Context: an optimization exercise on an open-source flow, tuned for small area. The choices shown serve that exercise and are no tape-out recipe. At most, simulation tests tie the RTL to the original design; equivalence was not proved. The flow treats the clock pin as an ideal source, which a real chip does not have. Power figures rest on the tool's default switching activity, not on a simulated workload.

indigo:
// PSX_DDR_Interface
module PSX_DDR_Interface(
  input i_clk,
  input i_rst,
  input i_command,
  input i_writeElseRead,
  input [1:0] i_commandSize,
  input [14:0] i_targetAddr,
  input [2:0] i_subAddr,
  input [15:0] i_writeMask,
  input [255:0] i_dataClient,
  output wire o_busyClient,
  output reg o_dataValidClient,
  output reg [255:0] o_dataClient,
  input i_busyMem,
  input i_dataValidMem,
  input [31:0] i_dataMem,
  output wire o_writeEnableMem,
  output wire o_readEnableMem,
  output wire [7:0] o_burstLength,
  output wire [31:0] o_dataMem,
  output wire [25:0] o_targetAddr,
  output wire [3:0] o_byteEnableMem
);
export LEC_CHECK = 0
export CAP_MARGIN = 20
export CORE_AREA = 5 5 235 235
export DIE_AREA = 0 0 240 240
export PLACE_DENSITY = 0.8
export SLEW_MARGIN = 20
export SYNTH_HIERARCHICAL = 1
export SYNTH_MINIMUM_KEEP_SIZE = 0
create_clock -name core_clock -period 4.0 [get_ports {i_clk}]
standard.sh (not shown) runs the stock make flow with config.mk's settings and CLKGATE_MAP_FILE= SYNTH_SCRIPT=/design/flow/synth_recipe.tcl, a recipe that flattens the netlist after the stock synthesis.
==> flow/flow/run.sh <==
#!/bin/bash
set -euo pipefail
export BUFFER_PORTS_ARGS="-buffer_cell sky130_fd_sc_hd__buf_1"
bash standard.sh place > standard_place.log 2>&1

RES=orfs/results/sky130hd/PSX_DDR_Interface/base
export TRY_ODB=$RES/3_place.odb TRY_SDC=$RES/3_place.sdc
BASE="-sink_clustering_enable -repair_clock_nets -dont_use_dummy_load"
CFGS=("clkbuf_4 10 30" "clkbuf_4 10 40" "clkbuf_4 11 40" "clkbuf_4 12 50"
      "clkbuf_4 9 50" "clkbuf_4 10 50" "clkbuf_4 11 50" "clkbuf_4 8 60"
      "clkbuf_8 16 60" "clkbuf_8 18 60" "clkbuf_8 20 60" "clkbuf_8 20 80"
      "clkbuf_2 5 30" "clkbuf_2 6 30" "clkbuf_16 30 80" "clkbuf_16 16 60")
mkdir -p cts_try
i=0
for c in "${CFGS[@]}"; do
  set -- $c
  TRY_ARGS="$BASE -buf_list sky130_fd_sc_hd__$1 -sink_clustering_size $2 -sink_clustering_max_diameter $3" \
    openroad -no_init -exit flow/cts_try.tcl > cts_try/try_$i.log 2>&1 &
  i=$((i+1))
  if (( i % 4 == 0 )); then wait; fi
done
wait

best=""; besta=1e9
i=0
for c in "${CFGS[@]}"; do
  r=$(grep "^TRY_RESULT" cts_try/try_$i.log | tail -1 || true)
  if [[ -n "$r" ]]; then
    set -- $r
    if awk -v a="$2" -v s="$3" -v b="$besta" 'BEGIN{exit !(s <= 0.115 && a < b)}'; then
      best="$c"; besta="$2"
    fi
  fi
  echo "$c: $r" >> cts_try/summary.txt
  i=$((i+1))
done
echo "chosen: ${best:-default}" >> cts_try/summary.txt

if [[ -n "$best" ]]; then
  set -- $best
  export CTS_ARGS="$BASE -buf_list sky130_fd_sc_hd__$1 -sink_clustering_size $2 -sink_clustering_max_diameter $3"
else
  export CTS_ARGS="$BASE"
fi
bash standard.sh > standard.log 2>&1
==> flow/flow/cts_try.tcl <==
# Try one clock tree setting on the placed design and report the clock buffer
# area and the worst flip-flop clock-pin slew (placement parasitics).
set P $::env(FLOW_HOME)/platforms/sky130hd
read_liberty $P/lib/sky130_fd_sc_hd__tt_025C_1v80.lib
read_db $::env(TRY_ODB)
read_sdc $::env(TRY_SDC)
source $P/setRC.tcl
eval clock_tree_synthesis $::env(TRY_ARGS)
set_propagated_clock [all_clocks]
estimate_parasitics -placement
set a 0
foreach inst [get_cells *] {
  set m [get_property $inst ref_name]
  if {[string match "*clkbuf*" $m] || [string match "*clkinv*" $m]} {
    set a [expr {$a + [get_property [get_lib_cells */$m] area]}]
  }
}
set worst 0
foreach pin [get_pins -hierarchical */CLK] {
  set s [get_property $pin slew_max]
  if {$s > $worst} { set worst $s }
}
puts "TRY_RESULT $a $worst"
Having completed the whole flow, indigo delivered a layout that passed the timing, DRC and antenna checks.
The following lists how maple was set up differently from indigo:
- swapping 0.8 for 0.45 in PLACE_DENSITY
[summary]
A launching element of the worst setup path of burstCounter[1]$_SDFFE_PN0P_ is what indigo shows, while burstCounter[0]$_SDFFE_PN0P_ belongs to maple. Summary of the comparison: ratio of final minimum period to clock period is lower in maple, relative to indigo. maple finished every step from synthesis to the final layout, and the layout passed the timing, DRC and antenna checks. maple consumes less power than indigo does. The lower layout cell share with drive strength beyond 1 came out of maple. maple vs. indigo: met2 wire length higher, filler-free cell count of the finished design has decreased.
Input-level comparison between nickel and maple:
- PLACE_DENSITY: 0.45 -> 0.6
### Flow results
Changes observed in nickel relative to maple: number of placed instances, taps included roughly the same; number of multi-input logic gates roughly the same; clock network latency to the later pin of the worst-skew pair roughly the same; final instance count without filler cells roughly the same; end-of-flow core utilization roughly the same.
> inputs changed (nickel -> raven)
- GPL_ROUTABILITY_DRIVEN: unset -> 0
- GPL_TIMING_DRIVEN: unset -> 0
==> comparison <==
- Changes observed in raven relative to nickel: fmax now smaller; number of ordinary and repair buffers in the finished layout now larger; share of cell area taken by flip-flops and latches now smaller.
- and3_2 as the worst-path cell with the longest stage delay was reported by nickel, and a222oi_1 by raven.
- [compare] base=nickel new=raven: number of vias in the routed layout +54; combinational share of power grew by 0.7 points; share of the cycle needed by the critical path after routing saw an increase.


Setup of xenon:
The RTL this note starts from:
==> flow/design.v <==
module PSX_DDR_Interface(
  input i_clk,
  input i_rst,
  input i_command,
  input i_writeElseRead,
  input [1:0] i_commandSize,
  input [14:0] i_targetAddr,
  input [2:0] i_subAddr,
  input [15:0] i_writeMask,
  input [255:0] i_dataClient,
  output wire o_busyClient,
  output reg o_dataValidClient,
  output reg [255:0] o_dataClient,
  input i_busyMem,
  input i_dataValidMem,
  input [31:0] i_dataMem,
  output wire o_writeEnableMem,
  output wire o_readEnableMem,
  output wire [7:0] o_burstLength,
  output wire [31:0] o_dataMem,
  output wire [25:0] o_targetAddr,
  output wire [3:0] o_byteEnableMem
);
localparam WAIT_STATE         = 2'b00;
localparam WRITE_STATE        = 2'b01;
localparam READ_REQUEST_STATE = 2'b10;
localparam READ_STATE         = 2'b11;
reg [1:0]  rwState;
reg [2:0]  burstCounter;
reg        sizeBig;
reg        sizeLong;
wire started = ~sizeBig | sizeLong;
wire [2:0] beatMask = {sizeBig, sizeBig, sizeLong};
wire lastBeat = &(burstCounter | ~beatMask);
wire inWait  = (rwState == WAIT_STATE);
wire inWrite = (rwState == WRITE_STATE);
wire inRead  = (rwState == READ_STATE);
wire take = inWait & i_command & (started | (i_targetAddr == 15'h0));
wire advance = (inWrite & ~i_busyMem) | (inRead & i_dataValidMem);
wire [7:0] beatSel;
PSX_DDR_Interface_dec8 u_dec (.a(burstCounter), .y(beatSel));
assign o_writeEnableMem = inWrite & i_rst;
assign o_readEnableMem = (rwState == READ_REQUEST_STATE) & i_rst;
assign o_busyClient = ~inWait;
assign o_burstLength = {4'h0, sizeBig, 1'b0, sizeLong & ~sizeBig, ~sizeLong};
assign o_targetAddr = {8'h00, o_dataClient[17:0]};
wire [31:0] beatData;
wire [1:0]  beatMask2;
genvar b;
generate
  for (b = 0; b < 32; b = b + 1)
  begin : g_wbit
    PSX_DDR_Interface_sel8 u_sel (
      .d({i_dataClient[224+b], i_dataClient[192+b], i_dataClient[160+b], i_dataClient[128+b],
          i_dataClient[96+b], i_dataClient[64+b], i_dataClient[32+b], i_dataClient[b]}),
      .s(beatSel), .y(beatData[b]));
  end
  for (b = 0; b < 2; b = b + 1)
  begin : g_mbit
    PSX_DDR_Interface_sel8 u_sel (
      .d({i_writeMask[14+b], i_writeMask[12+b], i_writeMask[10+b], i_writeMask[8+b],
          i_writeMask[6+b], i_writeMask[4+b], i_writeMask[2+b], i_writeMask[b]}),
      .s(beatSel), .y(beatMask2[b]));
  end
endgenerate
assign o_dataMem = beatData;
assign o_byteEnableMem = {{2{beatMask2[1]}}, {2{beatMask2[0]}}};
always @(posedge i_clk or negedge i_rst)
begin
  if (!i_rst)
  begin
    rwState <= WAIT_STATE;
    burstCounter <= 3'h0;
    sizeBig <= 1'b1;
    sizeLong <= 1'b0;
    o_dataValidClient <= 1'b0;
  end
  else
  begin
    o_dataValidClient <= inRead & i_dataValidMem & lastBeat;
    if (take)
    begin
      sizeBig <= i_commandSize[1];
      sizeLong <= i_commandSize[1] | i_commandSize[0];
      rwState <= i_writeElseRead ? WRITE_STATE : READ_REQUEST_STATE;
    end
    else if (advance)
    begin
      burstCounter <= {burstCounter[2] ^ (burstCounter[1] & burstCounter[0]),
                       burstCounter[1] ^ burstCounter[0],
                       ~burstCounter[0]} & beatMask;
      if (lastBeat)
        rwState <= WAIT_STATE;
    end
    else if ((rwState == READ_REQUEST_STATE) & ~i_busyMem)
      rwState <= READ_STATE;
  end
end
always @(posedge i_clk)
begin
  if (inWait)
    o_dataClient[17:0] <= {i_targetAddr, i_subAddr};
  else if (inRead & beatSel[0])
    o_dataClient[17:0] <= i_dataMem[17:0];
end
always @(posedge i_clk)
begin
  if (beatSel[0])
    o_dataClient[31:18] <= i_dataMem[31:18];
end
genvar k;
generate
  for (k = 1; k < 7; k = k + 1)
  begin : g_slot
    always @(posedge i_clk)
    begin
      if (beatSel[k])
        o_dataClient[32*k +: 32] <= i_dataMem;
    end
  end
endgenerate
always @(posedge i_clk)
  o_dataClient[255:224] <= i_dataMem;
endmodule
module PSX_DDR_Interface_dec8(
  input [2:0] a,
  output [7:0] y
);
assign y = 8'h01 << a;
endmodule
module PSX_DDR_Interface_sel8(
  input [7:0] d,
  input [7:0] s,
  output y
);
wire n0, n1, n2;
PSX_DDR_Interface_aoi222 u0 (.a(d[2:0]), .b(s[2:0]), .y(n0));
PSX_DDR_Interface_aoi222 u1 (.a(d[5:3]), .b(s[5:3]), .y(n1));
assign n2 = ~((d[6] & s[6]) | (d[7] & s[7]));
assign y = ~(n0 & n1 & n2);
endmodule
module PSX_DDR_Interface_aoi222(
  input [2:0] a,
  input [2:0] b,
  output y
);
assign y = ~|(a & b);
endmodule
Settings: LEC_CHECK=0, CAP_MARGIN=20, CORE_AREA=5 5 235 235, DIE_AREA=0 0 240 240, PLACE_DENSITY=0.6, SLEW_MARGIN=20, SYNTH_HIERARCHICAL=1, SYNTH_MINIMUM_KEEP_SIZE=0; clock period 4.0 ns.
==> flow/flow/run.sh <==
#!/bin/bash
set -euo pipefail
export BUFFER_PORTS_ARGS="-buffer_cell sky130_fd_sc_hd__buf_1"
bash standard.sh place > standard_place.log 2>&1

RES=orfs/results/sky130hd/PSX_DDR_Interface/base
export TRY_ODB=$RES/3_place.odb TRY_SDC=$RES/3_place.sdc
BASE="-sink_clustering_enable -repair_clock_nets -dont_use_dummy_load"
CFGS=("clkbuf_4 10 30" "clkbuf_4 10 40" "clkbuf_4 11 40" "clkbuf_4 12 50"
      "clkbuf_8 16 60" "clkbuf_8 20 80" "clkbuf_16 30 80" "clkbuf_16 16 60")
mkdir -p cts_try
i=0
for c in "${CFGS[@]}"; do
  set -- $c
  TRY_ARGS="$BASE -buf_list sky130_fd_sc_hd__$1 -sink_clustering_size $2 -sink_clustering_max_diameter $3" \
    openroad -no_init -exit flow/cts_try.tcl > cts_try/try_$i.log 2>&1 &
  i=$((i+1))
  if (( i % 4 == 0 )); then wait; fi
done
wait

best=""; besta=1e9
i=0
for c in "${CFGS[@]}"; do
  r=$(grep "^TRY_RESULT" cts_try/try_$i.log | tail -1 || true)
  if [[ -n "$r" ]]; then
    set -- $r
    if awk -v a="$2" -v s="$3" -v b="$besta" 'BEGIN{exit !(s <= 0.110 && a < b)}'; then
      best="$c"; besta="$2"
    fi
  fi
  echo "$c: $r" >> cts_try/summary.txt
  i=$((i+1))
done
echo "chosen: ${best:-default}" >> cts_try/summary.txt

if [[ -n "$best" ]]; then
  set -- $best
  export CTS_ARGS="$BASE -buf_list sky130_fd_sc_hd__$1 -sink_clustering_size $2 -sink_clustering_max_diameter $3"
else
  export CTS_ARGS="$BASE"
fi
bash standard.sh > standard.log 2>&1
Scripts as last shown in full above: flow/flow/cts_try.tcl
diff inputs: xenon => amber
==> flow/flow/run.sh <==
#!/bin/bash
# Standard layout, but port buffers use the smallest buffer cell and CTS uses
# small leaf clusters of clkbuf_4 and no dummy loads.
set -euo pipefail
export BUFFER_PORTS_ARGS="-buffer_cell sky130_fd_sc_hd__buf_1"
export CTS_ARGS="-sink_clustering_enable -repair_clock_nets -dont_use_dummy_load -buf_list sky130_fd_sc_hd__clkbuf_4 -sink_clustering_size 10 -sink_clustering_max_diameter 30"
bash standard.sh > standard.log 2>&1
removed: flow/flow/cts_try.tcl
Findings:
- When amber is set beside xenon, its worst-case headroom to the max-slew limit turns out to be 2.0 points larger.
- Share of cells above drive strength 1 in amber is 1.1 points higher than in xenon
- Changes observed in amber relative to xenon: total combinational power now sits at about the same level; global-route wire length before repair held.
- As far as critical path depth goes, amber and xenon are indistinguishable; the numbers are identical.


PSX_DDR_Interface, a different RTL version from the one above (not shown whole).
For scale: about 660 I/O pins, about 0.0097 mm² of cells after synthesis.
==> flow/config.mk <==
export PLATFORM = sky130hd
export DESIGN_NAME = PSX_DDR_Interface
export DESIGN_NICKNAME = PSX_DDR_Interface
export VERILOG_FILES = /design/flow/design.v
export SDC_FILE = /design/flow/constraint.sdc
export NUM_CORES = 4
export LEC_CHECK = 0
export CAP_MARGIN = 0
export CORE_AREA = 5 5 235 235
export DIE_AREA = 0 0 240 240
export PLACE_DENSITY = 0.6
export SLEW_MARGIN = 0
export SYNTH_HIERARCHICAL = 1
export SYNTH_MINIMUM_KEEP_SIZE = 0
==> flow/constraint.sdc <==
create_clock -name core_clock -period 4.0 [get_ports {i_clk}]
set_input_delay 0.8000 -clock core_clock [delete_from_list [all_inputs] [get_ports {i_clk}]]
set_output_delay 0.8000 -clock core_clock [all_outputs]
set_load 0.01 [all_outputs]
==> flow/flow/run.sh <==
#!/bin/bash
# Standard layout, but port buffers use the smallest buffer cell and CTS uses
# small leaf clusters of clkbuf_4 and no dummy loads.
set -euo pipefail
export BUFFER_PORTS_ARGS="-buffer_cell sky130_fd_sc_hd__buf_1"
export CTS_ARGS="-sink_clustering_enable -repair_clock_nets -dont_use_dummy_load -buf_list sky130_fd_sc_hd__clkbuf_4 -sink_clustering_size 10 -sink_clustering_max_diameter 30"
bash standard.sh > standard.log 2>&1
==> next run, changes <==
--- a/flow/config.mk
+++ b/flow/config.mk
@@ -8 +8 @@
-export CAP_MARGIN = 0
+export CAP_MARGIN = 20
@@ -12 +12 @@
-export SLEW_MARGIN = 0
+export SLEW_MARGIN = 20
The changed run finished with timing, DRC and antenna clean.
Combinational power hardly moves.
Critical path depth stays the same.
Register-to-register slack barely changes.
Global-route usage is unchanged.
Core utilization stays the same.
Synthesized area stays the same.
Function was not checked in any run of this note: the RTL went through the layout flow alone.


Another version of the RTL of PSX_DDR_Interface (not shown whole).
For scale: roughly 510 cells after synthesis, about 260 flip-flops, about 660 I/O pins, roughly 0.0095 mm² of cells after synthesis.
clock: 4.0 ns
lec_check: 0
cap_margin: 20
core_area: 5 5 223 223
die_area: 0 0 228 228
place_density: 0.6
slew_margin: 20
synth_hierarchical: 1
synth_minimum_keep_size: 0
==> flow/flow/run.sh <==
#!/bin/bash
set -euo pipefail
export BUFFER_PORTS_ARGS="-buffer_cell sky130_fd_sc_hd__buf_1"
bash standard.sh place > standard_place.log 2>&1

RES=orfs/results/sky130hd/PSX_DDR_Interface/base
export TRY_ODB=$RES/3_place.odb TRY_SDC=$RES/3_place.sdc
BASE="-sink_clustering_enable -repair_clock_nets -dont_use_dummy_load"
CFGS=("clkbuf_4 10 30" "clkbuf_4 10 40" "clkbuf_4 11 40" "clkbuf_4 12 50"
      "clkbuf_4 9 50" "clkbuf_4 10 50" "clkbuf_4 11 50" "clkbuf_4 8 60"
      "clkbuf_8 16 60" "clkbuf_8 18 60" "clkbuf_8 20 60" "clkbuf_8 20 80"
      "clkbuf_2 5 30" "clkbuf_2 6 30" "clkbuf_16 30 80" "clkbuf_16 16 60")
mkdir -p cts_try
i=0
for c in "${CFGS[@]}"; do
  set -- $c
  TRY_ARGS="$BASE -buf_list sky130_fd_sc_hd__$1 -sink_clustering_size $2 -sink_clustering_max_diameter $3" \
    openroad -no_init -exit flow/cts_try.tcl > cts_try/try_$i.log 2>&1 &
  i=$((i+1))
  if (( i % 4 == 0 )); then wait; fi
done
wait

best=""; besta=1e9
i=0
for c in "${CFGS[@]}"; do
  r=$(grep "^TRY_RESULT" cts_try/try_$i.log | tail -1 || true)
  if [[ -n "$r" ]]; then
    set -- $r
    if awk -v a="$2" -v s="$3" -v b="$besta" 'BEGIN{exit !(s <= 0.115 && a < b)}'; then
      best="$c"; besta="$2"
    fi
  fi
  echo "$c: $r" >> cts_try/summary.txt
  i=$((i+1))
done
echo "chosen: ${best:-default}" >> cts_try/summary.txt

if [[ -n "$best" ]]; then
  set -- $best
  export CTS_ARGS="$BASE -buf_list sky130_fd_sc_hd__$1 -sink_clustering_size $2 -sink_clustering_max_diameter $3"
else
  export CTS_ARGS="$BASE"
fi
bash standard.sh > standard.log 2>&1
==> flow/flow/cts_try.tcl <==
# Try one clock tree setting on the placed design and report the clock buffer
# area and the worst flip-flop clock-pin slew (placement parasitics).
set P $::env(FLOW_HOME)/platforms/sky130hd
read_liberty $P/lib/sky130_fd_sc_hd__tt_025C_1v80.lib
read_db $::env(TRY_ODB)
read_sdc $::env(TRY_SDC)
source $P/setRC.tcl
eval clock_tree_synthesis $::env(TRY_ARGS)
set_propagated_clock [all_clocks]
estimate_parasitics -placement
set a 0
foreach inst [get_cells *] {
  set m [get_property $inst ref_name]
  if {[string match "*clkbuf*" $m] || [string match "*clkinv*" $m]} {
    set a [expr {$a + [get_property [get_lib_cells */$m] area]}]
  }
}
set worst 0
foreach pin [get_pins -hierarchical */CLK] {
  set s [get_property $pin slew_max]
  if {$s > $worst} { set worst $s }
}
puts "TRY_RESULT $a $worst"
Change:
CORE_AREA = 5 5 235 235   (was 5 5 223 223)
DIE_AREA = 0 0 240 240   (was 0 0 228 228)
=> Total power hardly moves; utilization came out lower by 2.8 points; count of clock-buffer cells in the layout goes up by 1; via count is higher by 1.3%; worst hold slack improves by 0.051 ns; cell area goes up by about 0.7%; clock power is about the same; final cell count went up by about 5%; register-to-register slack degrades by 0.02 ns; synthesized cell count stays the same; routed wire length rises by about 1.3%.

re-timing with driven ports:
The flow's constraints put no driver on any port. The routed layouts listed below were extracted and timed again, unchanged, in two steps.
Step 1 sets driving cells, clkbuf_16 on the clock port and buf_2 on the other inputs (assumed; they add their load-dependent delay and slew).
Step 2, shift: input delay + t, output delay - t, t = (earliest + latest rising clock arrival at the registers) / 2. This alone moves slack from input paths to output paths.
Three values: ideal ports, drivers, drivers and shift; two values: the first two.
run | t, ns | setup WS [ns] | worst register clock-pin slew, ns | cell pins on the clock port's net
indigo | 0.700 | 0.242 / 0.201 / 0.901 | 0.11 / 0.11 | 1
maple | 0.714 | 0.367 / 0.319 / 1.033 | 0.11 / 0.11 | 1
nickel | 0.704 | 0.282 / 0.239 / 0.942 | 0.11 / 0.11 | 1
raven | 0.686 | 0.108 / 0.069 / 0.756 | 0.11 / 0.11 | 1
xenon | 0.695 | 0.305 / 0.260 / 0.955 | 0.11 / 0.11 | 1
amber | 0.736 | 0.285 / 0.244 / 0.980 | 0.10 / 0.10 | 1
the first run of note 3 | 0.759 | 0.320 / 0.267 / 0.894 | 0.10 / 0.10 | 1
the second run of note 3 | 0.759 | 0.320 / 0.267 / 0.894 | 0.10 / 0.10 | 1
the first run of note 4 | 0.693 | 0.335 / 0.285 / 0.977 | 0.11 / 0.11 | 1
the second run of note 4 | 0.699 | 0.216 / 0.172 / 0.871 | 0.11 / 0.11 | 1
After both steps setup and hold are still met in every run listed.
